From an optimization exercise on the open Yosys and OpenROAD flow, aimed at small area, a short achievable clock period and few clock cycles; shortcuts taken in it are not production practice. At most, simulation tests tie the RTL to the original design; equivalence was not proved. No activity file was given, so power comes from the tool's default toggle rates.

==> inputs of juniper <==
==> flow/design.v <==
module ysyx_22050612_divider(
	input clk,
	input rst,
	input div_valid,
	input flush,
	input divw,
	input div_signed,
	input [63:0]dividend,
	input [63:0]divisor,
	output div_ready,
	output out_valid,
	output [63:0]quotient,
	output [63:0]remainder
);
reg        busy;     
reg        done;     
reg [63:0] rem;      
reg [63:0] dsr;      
reg [63:0] quo;      
reg [5:0]  cnt;      
reg        qneg, rneg;
assign div_ready = ~busy;
assign out_valid = done;
wire accept = div_valid & ~busy;
wire sa = div_signed & (divw ? dividend[31] : dividend[63]);
wire sb = div_signed & (divw ? divisor[31]  : divisor[63]);
wire [63:0] a_in = divw ? {32'b0, dividend[31:0]} : dividend;
wire [63:0] b_in = divw ? {32'b0, divisor[31:0]}  : divisor;
wire [63:0] a_neg = -a_in;
wire [63:0] b_neg = -b_in;
wire [63:0] aa = sa ? (divw ? {32'b0, a_neg[31:0]} : a_neg) : a_in;
wire [63:0] bb = sb ? (divw ? {32'b0, b_neg[31:0]} : b_neg) : b_in;
wire [63:0] xa = divw ? {32'b0, dividend[31:0] ^ {32{sa}}} : (dividend ^ {64{sa}});
wire [63:0] xb = divw ? {32'b0, divisor[31:0]  ^ {32{sb}}} : (divisor  ^ {64{sb}});
wire ma = &(~xa[63:1] | xa[62:0]);
wire mb = &(~xb[63:1] | xb[62:0]);
function [6:0] nbits(input [63:0] x);
	integer i;
	begin
		nbits = 7'd0;
		for (i = 0; i < 64; i = i + 1)
			if (x[i]) nbits = i + 1;
	end
endfunction
wire [6:0] la = nbits(xa) + {6'b0, sa & ma};
wire [6:0] lb = nbits(xb) + {6'b0, sb & mb};
wire [7:0] sh = {1'b0, la} - {1'b0, lb};
wire       bzero = ~|b_in;
wire       qzero = sh[7];    
wire [63:0] dsh  = dsr << cnt;
wire [64:0] diff = {1'b0, rem} - {1'b0, dsh};
wire        qbit = ~diff[64];
always @(posedge clk) begin
	if (rst || flush) begin
		busy <= 1'b0;
		done <= 1'b0;
	end else if (accept) begin
		busy <= ~(bzero | qzero);
		done <= bzero | qzero;
	end else begin
		busy <= busy & (cnt != 6'd0);
		done <= busy & (cnt == 6'd0);
	end
end
always @(posedge clk) begin
	if (accept) begin
		rem  <= aa;
		dsr  <= bb;
		quo  <= bzero ? (divw ? 64'h00000000FFFFFFFF : 64'hFFFFFFFFFFFFFFFF) : 64'b0;
		cnt  <= sh[5:0];
		qneg <= div_signed & (divw ? (dividend[31] ^ divisor[31]) : (dividend[63] ^ divisor[63]));
		rneg <= sa;
	end else if (busy) begin
		if (qbit) rem <= diff[63:0];
		quo <= {quo[62:0], qbit};
		cnt <= cnt - 6'd1;
	end
end
assign quotient  = qneg ? -quo : quo;
assign remainder = rneg ? -rem : rem;
endmodule
==> flow/run.sh <==
#!/bin/bash
# synth_recipe.tcl (not shown) runs the flow's synth.tcl, then flattens the netlist and writes it again
# the make line also repeats each setting of config.mk as NAME=value (left out here)
make -C /OpenROAD-flow-scripts/flow DESIGN_CONFIG=/design/flow/config.mk WORK_HOME=/design/flow/orfs CLKGATE_MAP_FILE= SYNTH_SCRIPT=/design/flow/synth_recipe.tcl finish
==> flow/config.mk <==
export PLATFORM = sky130hd
export DESIGN_NAME = ysyx_22050612_divider
export DESIGN_NICKNAME = ysyx_22050612_divider
export VERILOG_FILES = /design/flow/design.v
export SDC_FILE = /design/flow/constraint.sdc
export NUM_CORES = 4
export LEC_CHECK = 0
export CAP_MARGIN = 20
export CORE_MARGIN = 2
export CORE_UTILIZATION = 40
export SLEW_MARGIN = 20
==> flow/constraint.sdc <==
create_clock -name core_clock -period 10.0 [get_ports {clk}]
set_input_delay 2.0000 -clock core_clock [delete_from_list [all_inputs] [get_ports {clk}]]
set_output_delay 2.0000 -clock core_clock [all_outputs]
set_load 0.01 [all_outputs]
==> inputs of xenon, as changes to juniper <==
==> flow/design.v (replaced) <==
module ysyx_22050612_divider(
	input clk,
	input rst,
	input div_valid,
	input flush,
	input divw,
	input div_signed,
	input [63:0]dividend,
	input [63:0]divisor,
	output div_ready,
	output out_valid,
	output [63:0]quotient,
	output [63:0]remainder
);
reg        v1;
reg [63:0] xa1, xb1;    
reg        sa1, sb1;    
reg        w1, z1;      
reg [6:0]  la1, lb1;    
reg        busy;        
reg        done;        
reg [63:0] rem;         
reg [63:0] dsr;         
reg [63:0] quo;         
reg [63:0] quom;        
reg [4:0]  cnt;         
reg        qneg, rneg;
wire go = v1 & ~busy;   
wire load1 = ~v1 | go;  
assign div_ready = load1;
assign out_valid = done;
wire sa = div_signed & (divw ? dividend[31] : dividend[63]);
wire sb = div_signed & (divw ? divisor[31]  : divisor[63]);
wire [63:0] xa = divw ? {32'b0, dividend[31:0] ^ {32{sa}}} : (dividend ^ {64{sa}});
wire [63:0] xb = divw ? {32'b0, divisor[31:0]  ^ {32{sb}}} : (divisor  ^ {64{sb}});
wire        bz = divw ? ~|divisor[31:0] : ~|divisor;
function [6:0] nbits(input [63:0] x);
	reg [31:0] v1; reg [4:0] p1 [0:31];
	reg [15:0] v2; reg [4:0] p2 [0:15];
	reg [7:0]  v3; reg [4:0] p3 [0:7];
	reg [3:0]  v4; reg [4:0] p4 [0:3];
	reg [1:0]  v5; reg [4:0] p5 [0:1];
	reg [5:0]  p;
	integer i;
	begin
		for (i = 0; i < 32; i = i + 1) begin
			v1[i] = x[2*i+1] | x[2*i];
			p1[i] = {4'b0, x[2*i+1]};
		end
		for (i = 0; i < 16; i = i + 1) begin
			v2[i] = v1[2*i+1] | v1[2*i];
			p2[i] = v1[2*i+1] ? {3'b0, 1'b1, p1[2*i+1][0]} : {3'b0, 1'b0, p1[2*i][0]};
		end
		for (i = 0; i < 8; i = i + 1) begin
			v3[i] = v2[2*i+1] | v2[2*i];
			p3[i] = v2[2*i+1] ? {2'b0, 1'b1, p2[2*i+1][1:0]} : {2'b0, 1'b0, p2[2*i][1:0]};
		end
		for (i = 0; i < 4; i = i + 1) begin
			v4[i] = v3[2*i+1] | v3[2*i];
			p4[i] = v3[2*i+1] ? {1'b0, 1'b1, p3[2*i+1][2:0]} : {1'b0, 1'b0, p3[2*i][2:0]};
		end
		for (i = 0; i < 2; i = i + 1) begin
			v5[i] = v4[2*i+1] | v4[2*i];
			p5[i] = v4[2*i+1] ? {1'b1, p4[2*i+1][3:0]} : {1'b0, p4[2*i][3:0]};
		end
		p = v5[1] ? {1'b1, p5[1]} : {1'b0, p5[0]};
		nbits = (v5[1] | v5[0]) ? {1'b0, p} + 7'd1 : 7'd0;
	end
endfunction
wire ma = &(~xa[63:1] | xa[62:0]);
wire mb = &(~xb[63:1] | xb[62:0]);
wire [6:0] la = nbits(xa) + {6'b0, sa & ma};
wire [6:0] lb = nbits(xb) + {6'b0, sb & mb};
always @(posedge clk) begin
	if (rst || flush) v1 <= 1'b0;
	else              v1 <= (div_valid & load1) | (v1 & ~go);
end
always @(posedge clk) begin
	if (load1) begin
		xa1 <= xa;
		xb1 <= xb;
		sa1 <= sa;
		sb1 <= sb;
		w1  <= divw;
		z1  <= bz;
		la1 <= la;
		lb1 <= lb;
	end
end
wire [7:0] sh = {1'b0, la1} - {1'b0, lb1};
wire       qzero = sh[7];    
wire [63:0] bb = xb1 + {63'b0, sb1};
wire [63:0] qz = w1 ? 64'h00000000FFFFFFFF : 64'hFFFFFFFFFFFFFFFF;
function is_m1(input [66:0] a, input [66:0] b);
	begin
		is_m1 = ~(a[0] ^ b[0]) & (&((a[66:1] ^ b[66:1]) ^ (a[65:0] & b[65:0])));
	end
endfunction
wire [66:0] ta = {{3{rneg & rem[63]}}, rem};
wire [66:0] t1 = ~{3'b0, dsr};
wire [66:0] t2 = ~{2'b0, dsr, 1'b0};
wire [66:0] s1 = ta - {3'b0, dsr};
wire [66:0] s2 = ta - {2'b0, dsr, 1'b0};
wire [66:0] cs = ta ^ t1 ^ t2;
wire [66:0] cc = {(ta[65:0] & t1[65:0]) | (ta[65:0] & t2[65:0]) | (t1[65:0] & t2[65:0]), 1'b1};
wire [66:0] s3 = cs - ~cc;
wire ge1 = ~s1[66] | (rneg & is_m1(ta, t1));
wire ge2 = ~s2[66] | (rneg & is_m1(ta, t2));
wire ge3 = ~s3[66] | (rneg & is_m1(cs, cc));
wire [1:0] qd = ge3 ? 2'd3 : ge2 ? 2'd2 : ge1 ? 2'd1 : 2'd0;
wire [63:0] rnext = ge3 ? s3[63:0] : ge2 ? s2[63:0] : ge1 ? s1[63:0] : rem;
always @(posedge clk) begin
	if (rst || flush) begin
		busy <= 1'b0;
		done <= 1'b0;
	end else if (go) begin
		busy <= ~(z1 | qzero);
		done <= z1 | qzero;
	end else begin
		busy <= busy & (cnt != 5'd0);
		done <= busy & (cnt == 5'd0);
	end
end
always @(posedge clk) begin
	if (go) begin
		rem  <= xa1;
		dsr  <= bb << {sh[5:1], 1'b0};
		quo  <= z1 ? qz : 64'b0;
		quom <= z1 ? {qz[63:1], 1'b0} : 64'hFFFFFFFFFFFFFFFF;
		cnt  <= sh[5:1];
		qneg <= sa1 ^ sb1;
		rneg <= sa1;
	end else if (busy) begin
		rem  <= rnext;
		dsr  <= dsr >> 2;
		quo  <= {quo[61:0], qd};
		quom <= (qd != 2'd0) ? {quo[61:0], qd - 2'd1} : {quom[61:0], 2'b11};
		cnt  <= cnt - 5'd1;
	end
end
assign quotient  = qneg ? ~quom : quo;
assign remainder = rneg ? ~rem : rem;
endmodule
Settings changed: SETUP_SLACK_MARGIN set to 5.
==> inputs of onyx, as changes to juniper <==
Settings changed: ABC_CLOCK_PERIOD_IN_PS set to 3000, SETUP_SLACK_MARGIN set to 5.
==> impl_results.md <==
- Result of the run: complete, no violations
- CP top delay family: simple AND/OR/NAND/NOR gates
- Net switching power of the design: 4.701 mW
- Number of fillers in the final layout: 10591
- Share of power burned in combinational logic: 56.8%
- Count of state elements after synthesis: 412
- Stages on worst setup path: 19
- Tcrit/Tclk final: 50.71%
- Proportion of netlist area held by the largest area contributor: 28.06%
- Clock sink count: 412
- Wire length on met3: 14.77 mm
- Core box area: 108700 sq um
- Non-clock buffer share: 8.380%
(the above is from xenon)
==> impl_results.md <==
- Result of the run: complete, no violations
- Wire length on met3: 9.343 mm
- Count of state elements after synthesis: 202
- Core box area: 64700 sq um
- Stages on worst setup path: 12
- Net switching power of the design: 3.657 mW
- Leakage power summed over all cells: 13.05 nW
- Clock sink count: 202
- Number of fillers in the final layout: 6193
- Multiplexer share of the synthesized area: 7.465%
- Share of power burned in combinational logic: 69.0%
- Tcrit/Tclk final: 61.96%
- CP top delay family: simple AND/OR/NAND/NOR gates
(the above is from onyx)
==> impl_results.md <==
- Tcrit/Tclk final: 77.65%
- Stages on worst setup path: 24
- Share of power burned in combinational logic: 65.4%
- Net switching power of the design: 3.190 mW
- Wire length on met3: 8.018 mm
- Number of fillers in the final layout: 6569
- Core box area: 64700 sq um
- Proportion of netlist area held by the largest area contributor: 22.88%
- Count of state elements after synthesis: 202
- Clock sink count: 202
- CP top delay family: compound AO/OA/AOI/OAI gates
- Non-clock buffer share: 9.695%
- Result of the run: complete, no violations
(the above is from juniper)
Testbench counts of xenon, summed over its fixed seeds: cycles 3,811.
The RTL of juniper and onyx was laid out without a check of its function.

==> what the ideal ports hide <==
In the flow no input, the clock included, has a driving cell. The finished layouts below were timed again as built, in two steps.
Step 1, drivers: a clkbuf_16 drives clk and a buf_2 each remaining input, both assumed.
Step 2, shift: input delay + t, output delay - t, t = (earliest + latest rising clock arrival at the registers) / 2. This alone moves slack from input paths to output paths.
Three values: ideal, step 1, step 2; two values: the first two.
| run | t (ns) | setup WS [ns] | slew at the worst register clock pin (ns) | cell pins on the clock port's net |
|---|---|---|---|---|
| juniper | 0.613 | 2.235 / 2.270 / 1.657 | 0.06 / 0.06 | 1 |
| xenon | 0.724 | 4.929 / 4.929 / 4.421 | 0.07 / 0.07 | 1 |
| onyx | 0.614 | 3.804 / 3.746 / 3.293 | 0.07 / 0.07 | 1 |
After both steps every run listed still meets setup and hold. For juniper, which loses most, drivers alone change the setup slack by +0.035 ns; drivers and shift together by -0.578 ns.
